From an optimization exercise on the open Yosys and OpenROAD flow, aimed at small area; shortcuts taken in it are not production practice.
RTL that was checked went through simulation tests only; none was proved equivalent to the original.
The RTL of run 1 was laid out without a check of its function.
Power figures rest on the tool's default switching activity, not on a simulated workload.

<file path="flow/design.v">
module LLIO
(
	input         CLK_50M,
	input         ENABLE,
	input         IO_LATCH_IN,
	output logic  IO_LATCH_OUT,
	input         IO_DATA_IN,
	output logic  IO_DATA_OUT,
	input         LLIO_SYNC,
	output        LLIO_EN,
	output [7:0]  LLIO_TYPE,
	output [23:0] LLIO_BUTTONS,
	output [47:0] LLIO_ANALOG
);
localparam [20:0] TIME_POLL = 21'd820000;
localparam [20:0] PC_INIT   = 21'd2087652;  
localparam [2:0] READ_IDLE    = 3'd0;
localparam [2:0] READ_POLL    = 3'd1;
localparam [2:0] WRITE_STATUS = 3'd2;
localparam [2:0] READ_STATUS  = 3'd3;
localparam [2:0] WRITE_MODES  = 3'd5;
localparam [2:0] READ_MODES   = 3'd6;
localparam [2:0] STATE_IDLE        = 3'd0;
localparam [2:0] STATE_WRITE_START = 3'd1;
localparam [2:0] STATE_WRITE       = 3'd2;
localparam [2:0] STATE_WRITE_END   = 3'd3;
localparam [2:0] STATE_READ_START  = 3'd4;
localparam [2:0] STATE_READ_WAIT   = 3'd5;
localparam [2:0] STATE_READ        = 3'd6;
localparam [2:0] STATE_READ_END    = 3'd7;
logic [20:0] cycle, poll_offset, poll_counter, sync_counter, poll_time;
logic [3:0]  cnt;         
logic [3:0]  read_byte;
logic        len13;
logic [47:0] chain;
logic [23:0] lljs_buttons;
logic [47:0] lljs_analog;
logic [7:0]  lljs_type;
logic        mode7;
logic latch, is_latched, data_in, data_out, enable;
logic old_sync, new_sync, old_data;
logic [2:0] stage, state;
assign LLIO_TYPE    = lljs_type;
assign LLIO_BUTTONS = lljs_buttons;
assign LLIO_ANALOG  = lljs_analog;
assign LLIO_EN      = enable;
assign IO_LATCH_OUT = ~latch;
assign IO_DATA_OUT  = ~latch | data_out;
wire        cond = enable && (poll_offset < poll_time[20:1]);
wire [21:0] lhs  = {1'b0, sync_counter} + (cond ? {1'b0, poll_offset} : 22'd0);
wire        trig = lhs >= {1'b0, poll_time};
wire cmd_bit = (cnt[2:0] == 3'd0) ? stage[1] : ((cnt[2:0] == 3'd5) & stage[2]);
wire shift_en = (read_byte != 4'd6) && (read_byte != 4'd9) && (read_byte != 4'd12);
always_ff @(posedge CLK_50M) begin
	if (ENABLE) begin
	old_sync <= new_sync;
	new_sync <= LLIO_SYNC;
	cycle <= cycle + 1'b1;
	if (~latch) begin
		is_latched <= ~IO_LATCH_IN;
		old_data <= data_in;
		data_in <= IO_DATA_IN;
	end
	if (~old_sync && new_sync) begin
		sync_counter <= 0;
		poll_time <= poll_counter;
		poll_counter <= PC_INIT;
	end else begin
		sync_counter <= sync_counter + 1'b1;
		poll_counter <= poll_counter + 1'b1;
	end
	if (stage == READ_POLL || stage == READ_STATUS)
		poll_offset <= poll_offset + 1'b1;
	case (state)
		STATE_IDLE: begin
			cnt <= 4'd0;
			if (is_latched) begin
				enable <= 1'b1;
				cycle <= 0;
				read_byte <= 0;
				state <= STATE_READ_START;
			end else if (stage == WRITE_STATUS) begin
				if (cycle > 21'd500) begin
					cycle <= 0;
					state <= STATE_WRITE_START;
					stage <= READ_STATUS;
					len13 <= 1'b1;
				end
			end else if (stage == WRITE_MODES) begin
				if (cycle > 21'd500) begin
					cycle <= 0;
					stage <= READ_MODES;
					len13 <= 1'b0;
					state <= STATE_WRITE_START;
				end
			end else if (trig) begin
				if (stage != READ_IDLE) begin
					enable <= 1'b0;
					poll_time <= TIME_POLL;
					lljs_buttons <= 24'h0;
					lljs_type <= 8'h0;
					lljs_analog <= 48'h808080808080;
				end
				poll_offset <= 0;
				sync_counter <= 0;
				cycle <= 0;
				len13 <= 1'b0;
				state <= STATE_WRITE_START;
				stage <= READ_POLL;
			end
		end
		STATE_WRITE_START: begin
			if (cycle == 0) begin
				data_out <= 1'b0;
				latch <= 1'b1;
			end else if (cycle >= 21'd84) begin
				cycle <= 0;
				state <= STATE_WRITE;
			end
		end
		STATE_WRITE: begin
			if (cnt[3]) begin
				state <= STATE_WRITE_END;
				cycle <= 0;
			end else if (cycle == 0) begin
				data_out <= 1'b1;
			end else if (cycle == 21'd109) begin
				data_out <= ~cmd_bit;
			end else if (cycle >= 21'd224) begin
				cnt <= cnt + 1'b1;
				cycle <= 0;
			end
		end
		STATE_WRITE_END: begin
			if (cycle == 0)
				data_out <= 1'b1;
			else if (cycle == 21'd49)
				data_out <= 1'b0;
			else if (cycle == 21'd99) begin
				latch <= 1'b0;
			end else if (cycle >= 21'd249) begin
				state <= STATE_IDLE;
				cycle <= 0;
			end
		end
		STATE_READ_START: begin
			if (cycle >= 21'd150 && ~is_latched) begin
				cycle <= 0;
				if (stage == READ_POLL)
					stage <= WRITE_STATUS;
				state <= STATE_IDLE;
			end else if (cnt[3] & cnt[1]) begin  
				cycle <= 21'd10;
				cnt <= 4'd0;
				state <= STATE_READ;
			end else if (cycle >= 21'd84 && data_in) begin
				cnt <= cnt + 1'b1;
			end
		end
		STATE_READ_WAIT: begin
			cnt <= 4'd0;
			if (cycle > 21'd104 || ((cycle > 21'd25) && ~old_data && data_in)) begin
				cycle <= 0;
				state <= (len13 && read_byte != 4'd13) ? STATE_READ : STATE_READ_END;
			end
		end
		STATE_READ: begin
			if (~is_latched) begin
				cycle <= 0;
				state <= STATE_IDLE;
			end
			if (cycle == 21'd166) begin
				if (shift_en)
					chain <= {~data_in, chain[47:1]};
				cnt[2:0] <= cnt[2:0] + 1'b1;
			end else if (cycle >= 21'd224) begin
				cycle <= 0;
				if (cnt[2:0] == 3'd0) begin
					if (read_byte == 0) begin
						if (stage == READ_STATUS)
							lljs_type <= chain[47:40];
						else if (stage == READ_MODES)
							mode7 <= chain[47];
					end else if (read_byte == 4'd3)
						lljs_buttons <= chain[47:24];
					else if (read_byte == 4'd12)
						lljs_analog <= chain;
					read_byte <= read_byte + 1'd1;
					state <= STATE_READ_WAIT;
				end
			end
		end
		STATE_READ_END: begin
			if (cycle >= 21'd500) begin
				if (stage == READ_STATUS) begin
					if (mode7) begin
						lljs_buttons[10] <= lljs_buttons[10] | (lljs_analog[15:8] < 8'd50);
						lljs_buttons[11] <= lljs_buttons[10] | (lljs_analog[15:8] > 8'd200);
						lljs_buttons[12] <= lljs_buttons[10] | (lljs_analog[7:0]  < 8'd50);
						lljs_buttons[13] <= lljs_buttons[10] | (lljs_analog[7:0]  > 8'd200);
					end
					stage <= WRITE_MODES;
				end else begin
					stage <= READ_IDLE;
				end
				cycle <= 0;
				state <= STATE_IDLE;
			end
		end
	endcase
	end else begin
		cycle <= 0;
		cnt <= 0;
		poll_offset <= 0;
		poll_counter <= PC_INIT;
		sync_counter <= 0;
		poll_time <= TIME_POLL;
		read_byte <= 0;
		len13 <= 1'b0;
		is_latched <= 1'b0;
		data_in <= 1'b0;
		data_out <= 1'b0;
		old_data <= 1'b0;
		old_sync <= 1'b0;
		new_sync <= 1'b0;
		latch <= 1'b0;
		enable <= 1'b0;
		lljs_analog <= 0;
		lljs_buttons <= 0;
		mode7 <= 1'b0;
		lljs_type <= 0;
		state <= STATE_IDLE;
		stage <= READ_IDLE;
	end
end
endmodule
</file>
<file path="flow/run.sh">
#!/bin/bash
# synth_recipe.tcl (not shown) runs the flow's synth.tcl, then flattens the netlist and writes it again
# the make line also repeats each setting of config.mk as NAME=value (left out here)
make -C /OpenROAD-flow-scripts/flow DESIGN_CONFIG=/design/flow/config.mk WORK_HOME=/design/flow/orfs CLKGATE_MAP_FILE= SYNTH_SCRIPT=/design/flow/synth_recipe.tcl finish
</file>
<file path="flow/config.mk">
export PLATFORM = sky130hd
export DESIGN_NAME = LLIO
export DESIGN_NICKNAME = LLIO
export VERILOG_FILES = /design/flow/design.v
export SDC_FILE = /design/flow/constraint.sdc
export NUM_CORES = 4
export LEC_CHECK = 0
export CAP_MARGIN = 20
export CORE_MARGIN = 2
export CORE_UTILIZATION = 40
export PLACE_DENSITY = 0.6
export SLEW_MARGIN = 20
</file>
<file path="flow/constraint.sdc">
create_clock -name core_clock -period 20.0 [get_ports {CLK_50M}]
set_input_delay 4.0000 -clock core_clock [delete_from_list [all_inputs] [get_ports {CLK_50M}]]
set_output_delay 4.0000 -clock core_clock [all_outputs]
set_load 0.01 [all_outputs]
</file>
==> results_dict.tcl, run 1 <==
set metrics [dict create \
    status "timing/DRC/antenna clean" \
    initial_utilization_pct 40.6 \
    area_growth_pct 16.6 \
    fin_tns_setup_ps 0 \
    synthFlopType "dfxtp_1" \
    fin_ws_ps 13530 \
    critPathKind "reg2reg" \
    cp_data_required_time_ps 20510 \
    gp_congestion 0.860 \
    core_mm2 0.0316 \
    cts_buffers 29 \
    grt_setup_unrepaired "no" \
    via_count 10097 \
    die_area_mm2 0.0336 \
    finalSetupViolCount 0 \
    clk_latency_ps 560 \
    ant_nets 0 \
    finalCritPeriodShare_pct 32.4 \
    synth_cell_types 82 \
    cts_max_path_buffers 3 \
    hp-class "reg2reg" \
    ios 88 \
    crit_family "compound AO/OA/AOI/OAI gates" \
    seq_area_frac_synth_pct 43.7 \
    ir_drop_v 0.0000762 \
    wl_um 30300 \
    viasPerCell 5.34 \
    path_buf_inv 3 \
    finalNetCount 1548 \
    portBuffers 87 \
    worst_hold_slack_ps 438 \
    track_usage_pct 18.1 \
    dieHeight_um 183 \
    synth_nets 1492 \
    antenna_found_initial 0 \
    crit_path_end_kind "register" \
    first_pass_iters 5 \
    grt_pass1_wl_um 50500 \
    postSynthCellCount 1411 \
    wl_per_cell_um 16.0 \
    cp_max_fo 73 \
    final_cell_area_mm2 0.0150 \
    ys_ff_latch 257 \
    drive_gt1_share_pct 5.85 \
    place_hpwl_um 20800 \
    clkSinkCount 257 \
    cts_setup_buffers 0 \
    grt_max_degree 87 \
    dp.cells 1838 \
    power.leakage_nw 5.62 \
    num_antenna_cells 0 \
    drv_slew 0 \
    drc 0 \
    cp-start-kind "register" \
    tightestPinTransition_ps 993 \
    async_flop_share_pct 0 \
    pre_cts_ws_ps 13570 \
    netlist_area_mm2 0.0129 \
    fin_crit_ps 6470 \
    clk_pin_slew_ps 60 \
    slowest_stage "buf_4" \
    cts_tree "yes" \
    root_buffer "clkbuf_16" \
    synth_enable_flop_cells 48 \
    first_global_vias 9705 \
    arrival_ps 6980 \
    placed_area_mm2 0.0140 \
    layoutNonFillerInstCount 1890 \
    relSlewSlack_pct 33.7 \
    htreeDepth 1 \
    grt_overflow 0 \
    powerDensity_mw_per_mm2 95.1 \
    yosysWarningCount 1 \
    die_w_um 183 \
    slowest_delay_ps 650 \
    drt_iter0_drc 767 \
    avgSynthCellArea_um2 9.11 \
    fmax_mhz 155 \
    hold_viol 0 \
    skew_ps 24.1 \
    ctsResizeCount 0 \
    r2r_slack_ps 13530 \
    hold_buffers 0 \
    rows 65 \
    drv_cap 0 \
]
-- path summary, 6_finish.rpt --
kind	start	endpoint	cells after the start
max	poll_time[2]	lljs_analog[47]	27
min	new_sync	old_sync	1
max reg2reg	poll_time[2]	lljs_analog[47]	27
min reg2reg	new_sync	old_sync	1
-- stage by stage --
step           power (W)  utilization [%]
2_1_floorplan   0.000800                -
3_3_place_gp    0.000870             44.2
3_5_place_dp    0.000874             44.2
4_1_cts          0.00144             47.4
5_1_grt          0.00150             47.4
6_report         0.00143             47.4
-- registers in the layout, summed over array words and instances (netlist names), 3 cells and up --
| name | cells |
|---|---|
| cycle | 21 |
| poll_time | 21 |
| state | 3 |
| read_byte | 4 |
| chain | 48 |
| cnt | 4 |
| lljs_type | 8 |
| lljs_buttons | 24 |
| sync_counter | 21 |
| lljs_analog | 48 |
| poll_offset | 21 |
| poll_counter | 21 |
| stage | 3 |
-- area by class of cell --
type                    count  area, um^2
flip-flops and latches    257        5630
fillers                  2969       16600
multi-input cells        1033        6730
inverters                  47         176
well taps                 402         503
clock buffers              44         853
clock inverters             8         154
repair buffers             99         958
-- layer usage --
metal / global-route usage [%] / routed length [um] / vias up
li1: - / - / 5127
met1: 26.8 / 15100 / 4743
met4: 3.62 / 389 / 0
met2: 28.1 / 13300 / 192
met3: 2.58 / 1390 / 35
met5: 0 / 0 / -
-- worst reg2reg max path, delay by kind of cell (launching register included) --
family / cells / cell delay [ps]
simple gates: 6 / 1070
buf+inv: 3 / 960
flops: 1 / 310
fa+ha+maj: 3 / 820
xor+xnor: 1 / 90
compound gates: 14 / 3200
-- synthesized netlist by cell type (7+ instances only) --
library cell,number,area (um^2)
nand4_1,47,294
buf_2,9,45.0
dfxtp_1,209,4180
buf_6,7,78.8
a21o_1,9,67.6
xnor2_1,42,368
xor2_1,46,403
a21oi_1,60,300
nand2_1,157,589
and3_1,45,282
ha_1,75,938
nand3_1,77,385
edfxtp_1,48,1440
o21ai_0,70,350
nor2b_1,15,93.8
a211oi_1,20,150
inv_1,47,176
nor3_1,15,75.1
mux2i_1,51,510
nor2_1,149,559
clkbuf_1,50,188
nand2b_1,13,81.3
or3_1,8,50.1
-- cell families (layout without fill, tap and decap cells) --
kind of cell,count (synthesis),after routing,share of synthesized area [%]
other,1,1,0.0292
adder cells (fa/ha/maj),76,76,7.45
buffers and inverters,121,198,4.11
AND/OR/NAND/NOR,570,570,21.9
AO/OA/AOI/OAI,247,247,12.8
XOR/XNOR,88,88,5.99
multiplexers,51,51,3.97
flip-flops,257,257,43.7
-- report_power, final --
part,switching (W),total (W),internal [W],leakage (nW)
clock,0.000217,0.000562,0.000345,0.492
sequential,0.0000326,0.000580,0.000548,2.12
combinational,0.000177,0.000284,0.000107,3.01
total,0.000427,0.00143,0.000999,5.62
-- cell usage in the layout, fill, tap and decap left out, types with 45 or more instances in the layout --
| cell type | count |
|---|---|
| nand3_1 | 77 |
| xor2_1 | 46 |
| edfxtp_1 | 48 |
| ha_1 | 75 |
| nand4_1 | 47 |
| o21ai_0 | 68 |
| a21oi_1 | 60 |
| mux2i_1 | 51 |
| clkdlybuf4s50_1 | 86 |
| and3_1 | 45 |
| dfxtp_1 | 209 |
| nand2_1 | 157 |
| inv_1 | 47 |
| nor2_1 | 148 |
==> inputs of run 2 (changes only) <==
--- a/flow/design.v
+++ b/flow/design.v
@@ -47,7 +47,31 @@
 assign IO_LATCH_OUT = ~latch;
 assign IO_DATA_OUT  = ~latch | data_out;
-wire        cond = enable && (poll_offset < poll_time[20:1]);
-wire [21:0] lhs  = {1'b0, sync_counter} + (cond ? {1'b0, poll_offset} : 22'd0);
-wire        trig = lhs >= {1'b0, poll_time};
+function automatic [20:0] inc21(input [20:0] a);
+	logic c;
+	c = 1'b1;
+	for (int i = 0; i < 21; i++) begin
+		inc21[i] = a[i] ^ c;
+		c = c & a[i];
+	end
+endfunction
+function automatic ge22(input [21:0] a, input [21:0] b);
+	logic c;
+	c = 1'b1;
+	for (int i = 0; i < 22; i++)
+		c = (a[i] & ~b[i]) | ((a[i] | ~b[i]) & c);
+	ge22 = c;
+endfunction
+function automatic [21:0] add21(input [20:0] a, input [20:0] b);
+	logic c;
+	c = 1'b0;
+	for (int i = 0; i < 21; i++) begin
+		add21[i] = a[i] ^ b[i] ^ c;
+		c = (a[i] & b[i]) | ((a[i] | b[i]) & c);
+	end
+	add21[21] = c;
+endfunction
+wire        cond = enable && !ge22({1'b0, poll_offset}, {2'b0, poll_time[20:1]});
+wire [21:0] lhs  = add21(sync_counter, cond ? poll_offset : 21'd0);
+wire        trig = ge22(lhs, {1'b0, poll_time});
 wire cmd_bit = (cnt[2:0] == 3'd0) ? stage[1] : ((cnt[2:0] == 3'd5) & stage[2]);
 wire shift_en = (read_byte != 4'd6) && (read_byte != 4'd9) && (read_byte != 4'd12);
@@ -56,5 +80,5 @@
 	old_sync <= new_sync;
 	new_sync <= LLIO_SYNC;
-	cycle <= cycle + 1'b1;
+	cycle <= inc21(cycle);
 	if (~latch) begin
 		is_latched <= ~IO_LATCH_IN;
@@ -67,9 +91,9 @@
 		poll_counter <= PC_INIT;
 	end else begin
-		sync_counter <= sync_counter + 1'b1;
-		poll_counter <= poll_counter + 1'b1;
+		sync_counter <= inc21(sync_counter);
+		poll_counter <= inc21(poll_counter);
 	end
 	if (stage == READ_POLL || stage == READ_STATUS)
-		poll_offset <= poll_offset + 1'b1;
+		poll_offset <= inc21(poll_offset);
 	case (state)
 		STATE_IDLE: begin
==> results_dict.tcl, run 2 <==
set metrics [dict create \
    clkSinkCount 257 \
    cts_tree "yes" \
    wl_met3_um 1710 \
    rows 64 \
    power.leakage_nw 5.64 \
    slowest_delay_ps 830 \
    antenna_found_initial 0 \
    postSynthCellCount 1274 \
    synthFlopType "dfxtp_1" \
    top_layer "met4" \
    slowest_stage "a2111oi_4" \
    gp_congestion 0.829 \
    pre_cts_ws_ps 7080 \
    status "timing/DRC/antenna clean" \
    r2r_end "lljs_analog[1]" \
    synth_area_leaders "dfxtp_1, edfxtp_1, ha_1" \
    cp_data_required_time_ps 20510 \
    hp-start "chain[11]" \
    arrival_ps 13350 \
    worstSetupPathDepth 35 \
    crit_path_end_kind "register" \
    place_hpwl_um 20500 \
    first_pass_iters 7 \
    yosysWarningCount 1 \
    final_common_cell "dfxtp_1" \
    cp_common_cell "fa_1" \
    synth_commonest_cells "dfxtp_1, nand2_1, ha_1" \
    hold_depth 0 \
    clk_pin_slew_ps 60 \
    ys_ff_latch 257 \
    tightestPinTransition_ps 1050 \
    path_buf_inv 2 \
    final_cell_area_mm2 0.0146 \
    synth_nets 1386 \
    dieHeight_um 180 \
    drive_gt1_share_pct 6.87 \
    rr_startpoint "poll_offset[6]" \
    cts_buffers 29 \
    grt_pass1_wl_um 49600 \
    clk_latency_ps 570 \
    relSlewSlack_pct 29.8 \
    die_area_mm2 0.0322 \
    hold_viol 0 \
    ctsResizeCount 0 \
    portBuffers 87 \
    post-synth-top-count-cell "dfxtp_1" \
    hp-class "reg2reg" \
    drc 0 \
    crit_family "adder cells" \
    layout_common_cells "dfxtp_1, nand2_1, ha_1" \
    ant_nets 0 \
    met1_length_um 14300 \
    finalSetupViolCount 0 \
    cp_max_fo 32 \
    fin_tns_setup_ps 0 \
    track_usage_pct 18.4 \
    area_growth_pct 18.1 \
    power_w 0.00132 \
    seq_area_frac_synth_pct 45.6 \
    drv_slew 0 \
    root_buffer "clkbuf_16" \
    synth_cell_types 85 \
    critPathKind "reg2reg" \
    cts_max_path_buffers 3 \
    fmax_mhz 77.9 \
    yosysTopAreaCell "dfxtp_1" \
    finalNetCount 1442 \
    wl_um 30200 \
    via_count 9510 \
    ir_drop_v 0.0000627 \
    async_flop_share_pct 0 \
    grt_overflow 0 \
    placed_area_mm2 0.0135 \
    hold_buffers 0 \
    r2r_slack_ps 7160 \
    rr_worst_depth 35 \
    first_global_vias 9150 \
    cts_setup_buffers 0 \
    grt_max_degree 81 \
    drt_iter0_drc 730 \
    hold_path_end "chain[10]" \
    powerDensity_mw_per_mm2 91.0 \
    yosysTopAreaCellShare_pct 33.9 \
    num_antenna_cells 0 \
    initial_utilization_pct 40.4 \
    fin_crit_ps 12840 \
    fin_ws_ps 7160 \
    wl_per_cell_um 17.3 \
    cp-start-kind "register" \
    grt_setup_unrepaired "no" \
    finalCritPeriodShare_pct 64.2 \
    netlist_area_mm2 0.0123 \
    reg.largest.list "chain: 48 flops, lljs_analog: 48 flops, lljs_buttons: 24 flops" \
    avgSynthCellArea_um2 9.68 \
    htreeDepth 1 \
    die_w_um 180 \
    skew_ps 19.3 \
    ios 88 \
    synth_enable_flop_cells 48 \
    core_mm2 0.0305 \
    drv_cap 0 \
    viasPerCell 5.44 \
    wl_met2_um 13600 \
]
-- run 2: metal layers --
layer / vias to the layer above / global-route usage, %
met4: 0 / 4.72
met5: - / 0
met2: 224 / 29.1
met1: 4490 / 25.8
li1: 4754 / -
met3: 42 / 3.77
-- run 2: power by group --
group	switching (W)	internal (W)	total [W]
Sequential	0.0000234	0.000541	0.000564
Combinational	0.000112	0.0000636	0.000175
Clock	0.000231	0.000354	0.000584
Total	0.000366	0.000958	0.00132
-- run 2: logic make-up after synthesis --
kind of cell	synth area share (%)
simple gates	18.7
compound gates	16.4
flops	45.6
buf+inv	4.35
fa+ha+maj	12.7
mux	1.79
xor+xnor	0.497
other cells	0.0304
-- run 2: cell type report --
type / instances / area (um^2)
clock buffers: 31 / 754
clock inverters: 23 / 302
fillers: 2855 / 16000
inverters: 56 / 210
multi-input cells: 883 / 6180
flip-flops and latches: 257 / 5630
well taps: 396 / 495
repair buffers: 103 / 988
-- run 2: stage by stage --
step | instances | hold WS [ps] | utilization [%]
2_1_floorplan | 1274 | 418 | -
3_3_place_gp | 1694 | 430 | 44.2
3_5_place_dp | 1695 | 437 | 44.3
4_1_cts | 1749 | 449 | 47.7
5_1_grt | 1749 | 465 | 47.7
6_report | 1749 | 450 | 47.7
-- run 2: how the worst max path moves through the flow --
stage              startpoint              end  slack [ps]
2_1_floorplan   poll_time[13]  lljs_analog[10]        8830
3_3_place_gp   poll_offset[6]  lljs_analog[21]        7040
3_5_place_dp   poll_offset[6]  lljs_analog[14]        7080
4_1_cts        poll_offset[6]  lljs_analog[13]        7090
5_1_grt        poll_offset[6]   lljs_analog[1]        6410
6_report       poll_offset[6]   lljs_analog[1]        7160
==> inputs of run 3 (changes only) <==
--- a/flow/config.mk
+++ b/flow/config.mk
@@ -9,4 +9,7 @@
 export CORE_MARGIN = 2
 export CORE_UTILIZATION = 40
+export CTS_BUF_LIST = sky130_fd_sc_hd__clkbuf_16
+export CTS_CLUSTER_DIAMETER = 100
+export CTS_CLUSTER_SIZE = 30
 export PLACE_DENSITY = 0.6
 export SLEW_MARGIN = 20
==> results_dict.tcl, run 3 <==
set metrics [dict create \
    synth_cell_types 85 \
    cts_max_path_buffers 3 \
    grt_pass1_wl_um 48500 \
    power_w 0.00103 \
    synthFlopType "dfxtp_1" \
    ys_ff_latch 257 \
    tightestPinTransition_ps 1040 \
    area_growth_pct 12.6 \
    dieHeight_um 180 \
    yosys.area_share.xor_xnor_pct 0.497 \
    skew_ps 40.6 \
    synth_top_family_by_area "simple AND/OR/NAND/NOR gates" \
    layoutNonFillerInstCount 1717 \
    core_mm2 0.0305 \
    final_common_cell "dfxtp_1" \
    ant_nets 0 \
    initial_utilization_pct 40.4 \
    place_hpwl_um 20500 \
    ir_drop_v 0.0000581 \
    synth_commonest_cells "dfxtp_1, nand2_1, ha_1" \
    yosysWarningCount 1 \
    htreeDepth 1 \
    reg.largest.list "chain: 48 flops, lljs_analog: 48 flops, lljs_buttons: 24 flops" \
    finalNetCount 1426 \
    cp_max_fo 32 \
    post-synth-top-count-cell "dfxtp_1" \
    drc 0 \
    ios 88 \
    portBuffers 87 \
    grt_overflow 0 \
    clk_latency_ps 510 \
    powerDensity_mw_per_mm2 74.5 \
    clk_pin_slew_ps 110 \
    grt_max_degree 81 \
    viasPerCell 5.49 \
    drv_cap 0 \
    synthMuxAreaShare_pct 1.79 \
    wl_um 29500 \
    track_usage_pct 18.0 \
    netlist_area_mm2 0.0123 \
    synth_compound_area_share_pct 16.4 \
    worst_hold_slack_ps 428 \
    layout_common_cells "dfxtp_1, nand2_1, ha_1" \
    cp-start-kind "register" \
    cp_data_required_time_ps 20460 \
    drive_gt1_share_pct 4.39 \
    hold_viol 0 \
    yosysTopAreaCell "dfxtp_1" \
    drv_slew 0 \
    num_antenna_cells 0 \
    async_flop_share_pct 0 \
    synth_nets 1386 \
    fin_crit_ps 12900 \
    root_buffer "clkbuf_16" \
    first_global_vias 8849 \
    critPathKind "reg2reg" \
    rows 64 \
    hp-class "reg2reg" \
    synthAdderAreaFrac_pct 12.7 \
    synth_enable_flop_cells 48 \
    power.leakage_nw 5.33 \
    die_w_um 180 \
    first_pass_iters 6 \
    arrival_ps 13350 \
    clkSinkCount 257 \
    hold_buffers 0 \
    postSynthCellCount 1274 \
    avgSynthCellArea_um2 9.68 \
    r2r_slack_ps 7100 \
    drt_iter0_drc 670 \
    status "timing/DRC/antenna clean" \
    yosysTopAreaCellShare_pct 33.9 \
    slowest_delay_ps 820 \
    relSlewSlack_pct 30.6 \
    slowest_stage "a2111oi_4" \
    ctsResizeCount 0 \
    finalCritPeriodShare_pct 64.5 \
    cts_setup_buffers 0 \
    synth_simple_gate_area_share_pct 18.7 \
    gp_congestion 0.829 \
    cp_common_cell "fa_1" \
    via_count 9420 \
    cts_tree "yes" \
    crit_path_end_kind "register" \
    fmax_mhz 77.5 \
    seq_area_frac_synth_pct 45.6 \
    synth_area_leaders "dfxtp_1, edfxtp_1, ha_1" \
    cts_buffers 13 \
    die_area_mm2 0.0322 \
    grt_setup_unrepaired "no" \
    dp.cells 1695 \
    wl_per_cell_um 17.2 \
    antenna_found_initial 0 \
    finalSetupViolCount 0 \
    fin_tns_setup_ps 0 \
]
run 3: cell counts after synthesis:
Identical to the previous run, type by type.
run 3: final cells by class:
| cell class | count | area (um^2) |
|---|---|---|
| sequential | 257 | 5630 |
| tap | 396 | 495 |
| inverter | 56 | 210 |
| clock buffer | 13 | 325 |
| timing repair buffer | 103 | 988 |
| multi-input combinational | 883 | 6180 |
| clock inverter | 9 | 55.1 |
| fill | 2923 | 16600 |
run 3: metrics by stage:
step	setup slack [ps]	utilization, %	instance area (um^2)
2_1_floorplan	8830	-	12300
3_3_place_gp	7040	44.2	13500
3_5_place_dp	7080	44.3	13500
4_1_cts	7090	45.5	13900
5_1_grt	6360	45.5	13900
6_report	7100	45.5	13900
run 3: kinds of logic after synthesis:
family	count (synthesis)
compound gates	276
xor+xnor	7
fa+ha+maj	114
buf+inv	134
flops	257
mux	22
other cells	1
simple gates	463
run 3: final timing paths:
kind / start / to / depth (start not counted)
worst max-delay path: poll_offset[6] / lljs_analog[5] / 35
worst min-delay path: poll_counter[6] / poll_time[6] / 2
worst max register to register: poll_offset[6] / lljs_analog[5] / 35
worst min register to register: poll_counter[6] / poll_time[6] / 2
run 3: worst max-delay path, delay by kind of cell, from the launching register on:
kind / cells / cell delay, ps
and+or+nand+nor: 3 / 800
DFF: 1 / 390
buffers and inverters: 2 / 410
adders and majority gates: 22 / 8610
AOI/OAI and AO/OA: 8 / 2610
run 3: report_power, final:
group / total (W) / switching, W / internal (W) / leakage, nW
Clock: 0.000296 / 0.000173 / 0.000123 / 0.200
Combinational: 0.000175 / 0.000111 / 0.0000636 / 3.01
Sequential: 0.000564 / 0.0000232 / 0.000541 / 2.12
Total: 0.00103 / 0.000307 / 0.000727 / 5.33
run 3: metal layers:
metal | up-vias | track usage (%) | routed length (um)
met5 | - | 0 | 0
met4 | 0 | 3.67 | 493
met3 | 33 | 3.04 | 1650
met2 | 233 | 28.6 | 13400
met1 | 4449 | 25.8 | 14000
li1 | 4705 | - | -
==> inputs of run 4 (changes only) <==
--- a/flow/config.mk
+++ b/flow/config.mk
@@ -9,7 +9,7 @@
 export CORE_MARGIN = 2
 export CORE_UTILIZATION = 40
-export CTS_BUF_LIST = sky130_fd_sc_hd__clkbuf_16
-export CTS_CLUSTER_DIAMETER = 100
-export CTS_CLUSTER_SIZE = 30
+export CTS_BUF_LIST = sky130_fd_sc_hd__clkbuf_8
+export CTS_CLUSTER_DIAMETER = 60
+export CTS_CLUSTER_SIZE = 16
 export PLACE_DENSITY = 0.6
 export SLEW_MARGIN = 20
==> results_dict.tcl, run 4 <==
set metrics [dict create \
    wl_um 30000 \
    first_pass_iters 5 \
    die_w_um 180 \
    finalCritPeriodShare_pct 64.4 \
    clkSinkCount 257 \
    synth_top_family_by_area "simple AND/OR/NAND/NOR gates" \
    fmax_mhz 77.7 \
    synthFlopType "dfxtp_1" \
    antenna_found_initial 0 \
    crit_family "adder cells" \
    cp-start-kind "register" \
    netlist_area_mm2 0.0123 \
    avgSynthCellArea_um2 9.68 \
    synth_simple_gate_area_share_pct 18.7 \
    num_antenna_cells 0 \
    layout_common_cells "dfxtp_1, nand2_1, ha_1" \
    hold_buffers 0 \
    synth_enable_flop_cells 48 \
    drc 0 \
    finalSetupViolCount 0 \
    ios 88 \
    async_flop_share_pct 0 \
    yosysWarningCount 1 \
    grt_pass1_wl_um 49300 \
    first_global_vias 9057 \
    synth_area_leaders "dfxtp_1, edfxtp_1, ha_1" \
    gp_congestion 0.829 \
    pre_cts_ws_ps 7080 \
    synth_cell_types 85 \
    via_count 9571 \
    post-synth-top-count-cell "dfxtp_1" \
    powerDensity_mw_per_mm2 79.3 \
    fin_ws_ps 7120 \
    power.leakage_nw 5.45 \
    finalNetCount 1441 \
    portBuffers 87 \
    drv_slew 0 \
    cp_max_fo 32 \
    drt_iter0_drc 677 \
    wl_per_cell_um 17.2 \
    yosysTopAreaCell "dfxtp_1" \
    area_growth_pct 14.5 \
    synth_commonest_cells "dfxtp_1, nand2_1, ha_1" \
    reg.largest.list "chain: 48 flops, lljs_analog: 48 flops, lljs_buttons: 24 flops" \
    seq_area_frac_synth_pct 45.6 \
    place_hpwl_um 20500 \
    dp.cells 1695 \
    postSynthCellCount 1274 \
    grt_max_degree 81 \
    multi_input_area_mm2 0.00618 \
    die_area_mm2 0.0322 \
    ff_latch_area_mm2 0.00563 \
    clk_pin_slew_ps 100 \
    placed_area_mm2 0.0135 \
    ctsResizeCount 0 \
    drive_gt1_share_pct 6.59 \
    root_buffer "clkbuf_8" \
    synthMuxAreaShare_pct 1.79 \
    crit_path_end_kind "register" \
    cts_tree "yes" \
    ant_nets 0 \
    viasPerCell 5.48 \
    fill_cells 2907 \
    cts_setup_buffers 0 \
    rows 64 \
    initial_utilization_pct 40.4 \
    hold_viol 0 \
    drv_cap 0 \
    core_mm2 0.0305 \
    synthAdderAreaFrac_pct 12.7 \
    ir_drop_v 0.0000497 \
    critPathKind "reg2reg" \
    cp_common_cell "fa_1" \
    slowest_stage "a2111oi_4" \
    dieHeight_um 180 \
    final_cell_area_mm2 0.0141 \
    track_usage_pct 18.3 \
    tightestPinTransition_ps 1060 \
    grt_setup_unrepaired "no" \
    path_buf_inv 2 \
    cp_data_required_time_ps 20550 \
    fin_util_pct 46.3 \
    grt_overflow 0 \
    cts_buffers 28 \
    yosys.area_share.xor_xnor_pct 0.497 \
    final_common_cell "dfxtp_1" \
    fin_tns_setup_ps 0 \
    synth_compound_area_share_pct 16.4 \
    yosysTopAreaCellShare_pct 33.9 \
    slowest_delay_ps 840 \
    htreeDepth 1 \
    hp-class "reg2reg" \
    skew_ps 51.5 \
    status "timing/DRC/antenna clean" \
    synth_nets 1386 \
    fin_crit_ps 12880 \
    arrival_ps 13420 \
    clk_latency_ps 610 \
    ys_ff_latch 257 \
    layoutNonFillerInstCount 1747 \
    cts_max_path_buffers 3 \
    relSlewSlack_pct 29.0 \
]
==> run 4: cell counts after synthesis <==
No cell type changed its count.
==> run 4: through the flow <==
step           total power (W)  hold slack (ps)
2_1_floorplan         0.000694              418
3_3_place_gp          0.000749              430
3_5_place_dp          0.000749              437
4_1_cts                0.00113              443
5_1_grt                0.00118              462
6_report               0.00112              440
==> run 4: worst paths after layout <==
kind                                      from         endpoint  cells after the start  slack, ps
worst max-delay path            poll_offset[6]  lljs_analog[13]                     35       7120
worst min-delay path                 chain[43]        chain[42]                      0        440
worst max register to register  poll_offset[6]  lljs_analog[13]                     35       7120
worst min register to register       chain[43]        chain[42]                      0        440
==> run 4: cell families (layout without fill, tap and decap cells) <==
family,count (synthesis),count (layout)
other cells,1,1
fa+ha+maj,114,114
xor+xnor,7,7
buf+inv,134,211
compound gates,276,276
simple gates,463,463
flops,257,257
mux,22,22
==> run 4: final cells by class <==
class	instances	share of cell area (%)
Sequential cell	257	39.9
Clock inverter	23	1.52
Timing Repair Buffer	103	7.00
Tap cell	396	3.51
Multi-Input combinational cell	883	43.8
Inverter	56	1.49
Clock buffer	29	2.83
==> run 4: where the power goes <==
part	internal (W)	total [W]	switching, W
logic	0.0000636	0.000175	0.000112
registers	0.000540	0.000564	0.0000235
clock network	0.000161	0.000380	0.000218
==> run 4: routing by layer <==
metal | vias to the layer above | part of all wire, % | global-route usage, %
li1 | 4750 | - | -
met1 | 4549 | 47 | 25.8
met2 | 232 | 45 | 28.8
met3 | 40 | 5.8 | 3.65
met4 | 0 | 1.8 | 4.36
met5 | - | 0 | 0

-- port drivers added, routing unchanged --
No port has a modelled driver above. Below, the same layouts with a new extraction and two added sets of constraints.
Step 1 (the two cells are an assumption about what drives the block):
set clk [get_ports {CLK_50M}]
set_driving_cell -lib_cell sky130_fd_sc_hd__clkbuf_16 $clk
set_driving_cell -lib_cell sky130_fd_sc_hd__buf_2 [delete_from_list [all_inputs] $clk]
Step 2 times the ports against the registers' clock, not the clock port: input delays grow and output delays shrink by t, the midpoint of the rising clock arrivals with the driver on.
Slacks: ideal ports / drivers / drivers and shift; pairs: ideal ports / drivers.
run	t (ns)	setup slack, ns	worst setup path after step 2	latest minus earliest clock arrival (ns)	worst slew at a driven data input, ns
run 1	0.599	13.529 / 13.529 / 13.529	register to register	0.025 / 0.025	0.03
run 2	0.613	7.157 / 7.157 / 7.157	register to register	0.020 / 0.019	0.03
run 3	0.544	7.101 / 7.101 / 7.101	register to register	0.040 / 0.041	0.03
run 4	0.631	7.123 / 7.123 / 7.123	register to register	0.052 / 0.051	0.03
After both steps every run listed still meets setup and hold.
